Context: an optimization exercise on an open-source flow, tuned for small area. The choices shown serve that exercise and are no tape-out recipe. At most, simulation tests tie the RTL to the original design; equivalence was not proved.

==> flow/design.v <==
module fa(input a, input b, input ci, output s, output co);
assign s = a ^ b ^ ci;
assign co = (a & b) | (a & ci) | (b & ci);
endmodule
module ha(input a, input b, output s, output co);
assign s = a ^ b;
assign co = a & b;
endmodule
module filter_lut(output [11:0] filtop,
                  input  [7:0]  x,
                  input         clk);
reg [7:0] x1, x2, x3;
always @(posedge clk) begin
  x1 <= x;
  x2 <= x1;
  x3 <= x2;
end
wire [7:0] x1n = ~x1;
wire [7:0] x0n = ~x;
wire c1 = x1 >= 8'd205;   
wire c0 = x  >= 8'd137;   
wire s1, c2;
ha u_s1 (.a(x3[0]), .b(x2[0]), .s(s1), .co(c2));
wire s3, c4;
fa u_s3 (.a(x3[1]), .b(x2[1]), .ci(c2), .s(s3), .co(c4));
wire s5, c6;
fa u_s5 (.a(x3[0]), .b(x3[2]), .ci(x2[2]), .s(s5), .co(c6));
wire s7, c8;
ha u_s7 (.a(s5), .b(c4), .s(s7), .co(c8));
wire s9, c10;
fa u_s9 (.a(x2[0]), .b(x3[1]), .ci(x3[3]), .s(s9), .co(c10));
wire s11, c12;
fa u_s11 (.a(x2[3]), .b(c6), .ci(s9), .s(s11), .co(c12));
wire s13, c14;
ha u_s13 (.a(c8), .b(s11), .s(s13), .co(c14));
wire s15, c16;
fa u_s15 (.a(x2[1]), .b(x3[2]), .ci(x3[4]), .s(s15), .co(c16));
wire s17, c18;
fa u_s17 (.a(x2[4]), .b(c10), .ci(s15), .s(s17), .co(c18));
wire s19, c20;
fa u_s19 (.a(c12), .b(s17), .ci(c14), .s(s19), .co(c20));
wire s21, c22;
fa u_s21 (.a(x2[2]), .b(x3[3]), .ci(x3[5]), .s(s21), .co(c22));
wire s23, c24;
fa u_s23 (.a(x2[5]), .b(c16), .ci(s21), .s(s23), .co(c24));
wire s25, c26;
fa u_s25 (.a(c18), .b(s23), .ci(c20), .s(s25), .co(c26));
wire s27, c28;
fa u_s27 (.a(x2[3]), .b(x3[4]), .ci(x3[6]), .s(s27), .co(c28));
wire s29, c30;
fa u_s29 (.a(x2[6]), .b(c22), .ci(s27), .s(s29), .co(c30));
wire s31, c32;
fa u_s31 (.a(c24), .b(s29), .ci(c26), .s(s31), .co(c32));
wire s33, c34;
fa u_s33 (.a(x2[4]), .b(x3[5]), .ci(x3[7]), .s(s33), .co(c34));
wire s35, c36;
fa u_s35 (.a(x2[7]), .b(c28), .ci(s33), .s(s35), .co(c36));
wire s37, c38;
fa u_s37 (.a(c30), .b(s35), .ci(c32), .s(s37), .co(c38));
wire s39, c40;
fa u_s39 (.a(x2[5]), .b(x3[6]), .ci(c34), .s(s39), .co(c40));
wire s41, c42;
fa u_s41 (.a(c36), .b(s39), .ci(c38), .s(s41), .co(c42));
wire s43, c44;
fa u_s43 (.a(x2[6]), .b(x3[7]), .ci(c40), .s(s43), .co(c44));
wire s45, c46;
ha u_s45 (.a(s43), .b(c42), .s(s45), .co(c46));
wire s47 = x2[7] ^ c44 ^ c46;
wire s48, c49;
ha u_s48 (.a(s1), .b(x[0]), .s(s48), .co(c49));
wire s50, c51;
fa u_s50 (.a(x1n[0]), .b(x[1]), .ci(s3), .s(s50), .co(c51));
wire s52 = ~(c49 ^ s50);
wire c53 = c49 | s50;
wire s54, c55;
fa u_s54 (.a(x1n[1]), .b(x[2]), .ci(s7), .s(s54), .co(c55));
wire s56, c57;
fa u_s56 (.a(c51), .b(s54), .ci(c53), .s(s56), .co(c57));
wire s58, c59;
fa u_s58 (.a(x1n[0]), .b(x1n[2]), .ci(x[3]), .s(s58), .co(c59));
wire s60, c61;
fa u_s60 (.a(s58), .b(c55), .ci(s13), .s(s60), .co(c61));
wire s62 = ~(s60 ^ c57);
wire c63 = s60 | c57;
wire s64, c65;
fa u_s64 (.a(x1n[1]), .b(x1n[3]), .ci(x[4]), .s(s64), .co(c65));
wire s66, c67;
fa u_s66 (.a(x0n[0]), .b(c59), .ci(s64), .s(s66), .co(c67));
wire s68, c69;
fa u_s68 (.a(s66), .b(c61), .ci(s19), .s(s68), .co(c69));
wire s70 = ~(c63 ^ s68);
wire c71 = c63 | s68;
wire s72, c73;
fa u_s72 (.a(x1n[2]), .b(x1n[4]), .ci(x[5]), .s(s72), .co(c73));
wire s74, c75;
fa u_s74 (.a(x0n[1]), .b(c65), .ci(s72), .s(s74), .co(c75));
wire s76, c77;
fa u_s76 (.a(c67), .b(s74), .ci(s25), .s(s76), .co(c77));
wire s78, c79;
fa u_s78 (.a(c69), .b(c71), .ci(s76), .s(s78), .co(c79));
wire s80, c81;
fa u_s80 (.a(x1n[3]), .b(x1n[5]), .ci(x[6]), .s(s80), .co(c81));
wire s82, c83;
fa u_s82 (.a(x0n[2]), .b(c73), .ci(s80), .s(s82), .co(c83));
wire s84, c85;
fa u_s84 (.a(c75), .b(s82), .ci(s31), .s(s84), .co(c85));
wire s86, c87;
fa u_s86 (.a(c77), .b(c79), .ci(s84), .s(s86), .co(c87));
wire s88, c89;
fa u_s88 (.a(x1n[4]), .b(x1n[6]), .ci(x[7]), .s(s88), .co(c89));
wire s90, c91;
fa u_s90 (.a(x0n[3]), .b(c81), .ci(s88), .s(s90), .co(c91));
wire s92, c93;
fa u_s92 (.a(c83), .b(s90), .ci(s37), .s(s92), .co(c93));
wire s94, c95;
fa u_s94 (.a(c85), .b(c87), .ci(s92), .s(s94), .co(c95));
wire s96, c97;
fa u_s96 (.a(x1n[5]), .b(x1n[7]), .ci(x0n[4]), .s(s96), .co(c97));
wire s98, c99;
fa u_s98 (.a(c89), .b(s96), .ci(c91), .s(s98), .co(c99));
wire s100, c101;
fa u_s100 (.a(s98), .b(s41), .ci(c93), .s(s100), .co(c101));
wire s102, c103;
ha u_s102 (.a(c95), .b(s100), .s(s102), .co(c103));
wire s104, c105;
fa u_s104 (.a(x1n[6]), .b(x0n[5]), .ci(c97), .s(s104), .co(c105));
wire s106, c107;
fa u_s106 (.a(s104), .b(c99), .ci(s45), .s(s106), .co(c107));
wire s108, c109;
fa u_s108 (.a(c101), .b(s106), .ci(c103), .s(s108), .co(c109));
wire s110 = ~s108;
wire s111, c112;
fa u_s111 (.a(x1n[7]), .b(x0n[6]), .ci(c105), .s(s111), .co(c112));
wire s113, c114;
fa u_s113 (.a(s111), .b(c107), .ci(s47), .s(s113), .co(c114));
wire s115, c116;
fa u_s115 (.a(c109), .b(s113), .ci(s108), .s(s115), .co(c116));
wire s117 = ~s115;
wire s118, c119;
fa u_s118 (.a(c1), .b(x0n[7]), .ci(c0), .s(s118), .co(c119));
wire s120, c121;
fa u_s120 (.a(s118), .b(c112), .ci(c114), .s(s120), .co(c121));
wire s122, c123;
fa u_s122 (.a(s120), .b(c116), .ci(s115), .s(s122), .co(c123));
wire s124 = c119 ^ c121 ^ c123;
wire [10:0] L = {s117, s110, s102, s94, s86, s78, s70, s62, s56, s52, s48};
wire neg = s124;   
wire [10:0] lor;   
assign lor[0] = L[0];
genvar i;
generate for (i = 1; i < 11; i = i + 1) begin : g_or
  assign lor[i] = lor[i-1] | L[i];
end endgenerate
wire [10:0] mag = L ^ ({lor[9:0], 1'b0} & {11{neg}});
assign filtop = {neg | (~lor[10] & (x != 8'd0)), mag};
endmodule
clock: 10.0 ns
lec_check: 0
cap_margin: 20
core_margin: 2
core_utilization: 40
slew_margin: 20
synth_hierarchical: 1
synth_minimum_keep_size: 0
run.sh (not shown) runs the stock make flow with config.mk's settings and CLKGATE_MAP_FILE= SYNTH_SCRIPT=/design/flow/synth_recipe.tcl, a recipe that flattens the netlist after the stock synthesis.
Edit:
--- a/flow/design.v
+++ b/flow/design.v
@@ -70,15 +70,15 @@
 ha u_s48 (.a(s1), .b(x[0]), .s(s48), .co(c49));
 wire s50, c51;
-fa u_s50 (.a(x1n[0]), .b(x[1]), .ci(s3), .s(s50), .co(c51));
+fa u_s50 (.a(x1n[0]), .b(s3), .ci(x[1]), .s(s50), .co(c51));
 wire s52 = ~(c49 ^ s50);
 wire c53 = c49 | s50;
 wire s54, c55;
-fa u_s54 (.a(x1n[1]), .b(x[2]), .ci(s7), .s(s54), .co(c55));
+fa u_s54 (.a(x1n[1]), .b(s7), .ci(x[2]), .s(s54), .co(c55));
 wire s56, c57;
 fa u_s56 (.a(c51), .b(s54), .ci(c53), .s(s56), .co(c57));
 wire s58, c59;
-fa u_s58 (.a(x1n[0]), .b(x1n[2]), .ci(x[3]), .s(s58), .co(c59));
+fa u_s58 (.a(x1n[0]), .b(x1n[2]), .ci(s13), .s(s58), .co(c59));
 wire s60, c61;
-fa u_s60 (.a(s58), .b(c55), .ci(s13), .s(s60), .co(c61));
+fa u_s60 (.a(x[3]), .b(s58), .ci(c55), .s(s60), .co(c61));
 wire s62 = ~(s60 ^ c57);
 wire c63 = s60 | c57;
@@ -86,9 +86,9 @@
 fa u_s64 (.a(x1n[1]), .b(x1n[3]), .ci(x[4]), .s(s64), .co(c65));
 wire s66, c67;
-fa u_s66 (.a(x0n[0]), .b(c59), .ci(s64), .s(s66), .co(c67));
+fa u_s66 (.a(x0n[0]), .b(c59), .ci(s19), .s(s66), .co(c67));
 wire s68, c69;
-fa u_s68 (.a(s66), .b(c61), .ci(s19), .s(s68), .co(c69));
-wire s70 = ~(c63 ^ s68);
-wire c71 = c63 | s68;
+fa u_s68 (.a(s64), .b(s66), .ci(c61), .s(s68), .co(c69));
+wire s70 = ~(s68 ^ c63);
+wire c71 = s68 | c63;
 wire s72, c73;
 fa u_s72 (.a(x1n[2]), .b(x1n[4]), .ci(x[5]), .s(s72), .co(c73));
@@ -96,7 +96,7 @@
 fa u_s74 (.a(x0n[1]), .b(c65), .ci(s72), .s(s74), .co(c75));
 wire s76, c77;
-fa u_s76 (.a(c67), .b(s74), .ci(s25), .s(s76), .co(c77));
+fa u_s76 (.a(s25), .b(c67), .ci(s74), .s(s76), .co(c77));
 wire s78, c79;
-fa u_s78 (.a(c69), .b(c71), .ci(s76), .s(s78), .co(c79));
+fa u_s78 (.a(c69), .b(s76), .ci(c71), .s(s78), .co(c79));
 wire s80, c81;
 fa u_s80 (.a(x1n[3]), .b(x1n[5]), .ci(x[6]), .s(s80), .co(c81));
@@ -104,7 +104,7 @@
 fa u_s82 (.a(x0n[2]), .b(c73), .ci(s80), .s(s82), .co(c83));
 wire s84, c85;
-fa u_s84 (.a(c75), .b(s82), .ci(s31), .s(s84), .co(c85));
+fa u_s84 (.a(c75), .b(s31), .ci(s82), .s(s84), .co(c85));
 wire s86, c87;
-fa u_s86 (.a(c77), .b(c79), .ci(s84), .s(s86), .co(c87));
+fa u_s86 (.a(c77), .b(s84), .ci(c79), .s(s86), .co(c87));
 wire s88, c89;
 fa u_s88 (.a(x1n[4]), .b(x1n[6]), .ci(x[7]), .s(s88), .co(c89));
@@ -114,5 +114,5 @@
 fa u_s92 (.a(c83), .b(s90), .ci(s37), .s(s92), .co(c93));
 wire s94, c95;
-fa u_s94 (.a(c85), .b(c87), .ci(s92), .s(s94), .co(c95));
+fa u_s94 (.a(c85), .b(s92), .ci(c87), .s(s94), .co(c95));
 wire s96, c97;
 fa u_s96 (.a(x1n[5]), .b(x1n[7]), .ci(x0n[4]), .s(s96), .co(c97));
@@ -122,5 +122,5 @@
 fa u_s100 (.a(s98), .b(s41), .ci(c93), .s(s100), .co(c101));
 wire s102, c103;
-ha u_s102 (.a(c95), .b(s100), .s(s102), .co(c103));
+ha u_s102 (.a(s100), .b(c95), .s(s102), .co(c103));
 wire s104, c105;
 fa u_s104 (.a(x1n[6]), .b(x0n[5]), .ci(c97), .s(s104), .co(c105));
@@ -135,5 +135,5 @@
 fa u_s113 (.a(s111), .b(c107), .ci(s47), .s(s113), .co(c114));
 wire s115, c116;
-fa u_s115 (.a(c109), .b(s113), .ci(s108), .s(s115), .co(c116));
+fa u_s115 (.a(s113), .b(c109), .ci(s108), .s(s115), .co(c116));
 wire s117 = ~s115;
 wire s118, c119;
The new run finished with timing, DRC and antenna clean.
Fmax goes down slightly.
Setup slack degrades by 0.060 ns.
Critical path depth goes down by 3.
Via count shrinks slightly.
Synthesized cell count does not change.
Worst hold slack stays flat.
Die area is unchanged.
Clock skew hardly moves.
For the second run of this note, only the layout was checked, not whether the RTL still works.

-- port drivers added, routing unchanged --
The flow's constraints put no driver on any port. The routed layouts listed below were extracted and timed again, unchanged, in two steps.
Step 1: set_driving_cell puts a clkbuf_16 on clk and a buf_2 on each other input, an assumption about the parent block.
Step 2 times the ports against the registers' clock, not the clock port: input delays grow and output delays shrink by t, the midpoint of the rising clock arrivals with the driver on.
Slacks: ideal ports / drivers / drivers and shift; pairs: ideal ports / drivers.
| run | t, ns | setup slack, ns | worst setup path after step 2 | latest minus earliest clock arrival (ns) | worst slew at a driven data input, ns |
|---|---|---|---|---|---|
| the first run | 0.279 | 0.278 / 0.253 / 0.253 | input to output | 0.006 / 0.007 | 0.04 |
| the second run | 0.278 | 0.217 / 0.188 / 0.188 | input to output | 0.007 / 0.007 | 0.03 |
After both steps every run listed still meets setup and hold. For the second run, which loses most, drivers alone change the setup slack by -0.029 ns; drivers and shift together by -0.029 ns.
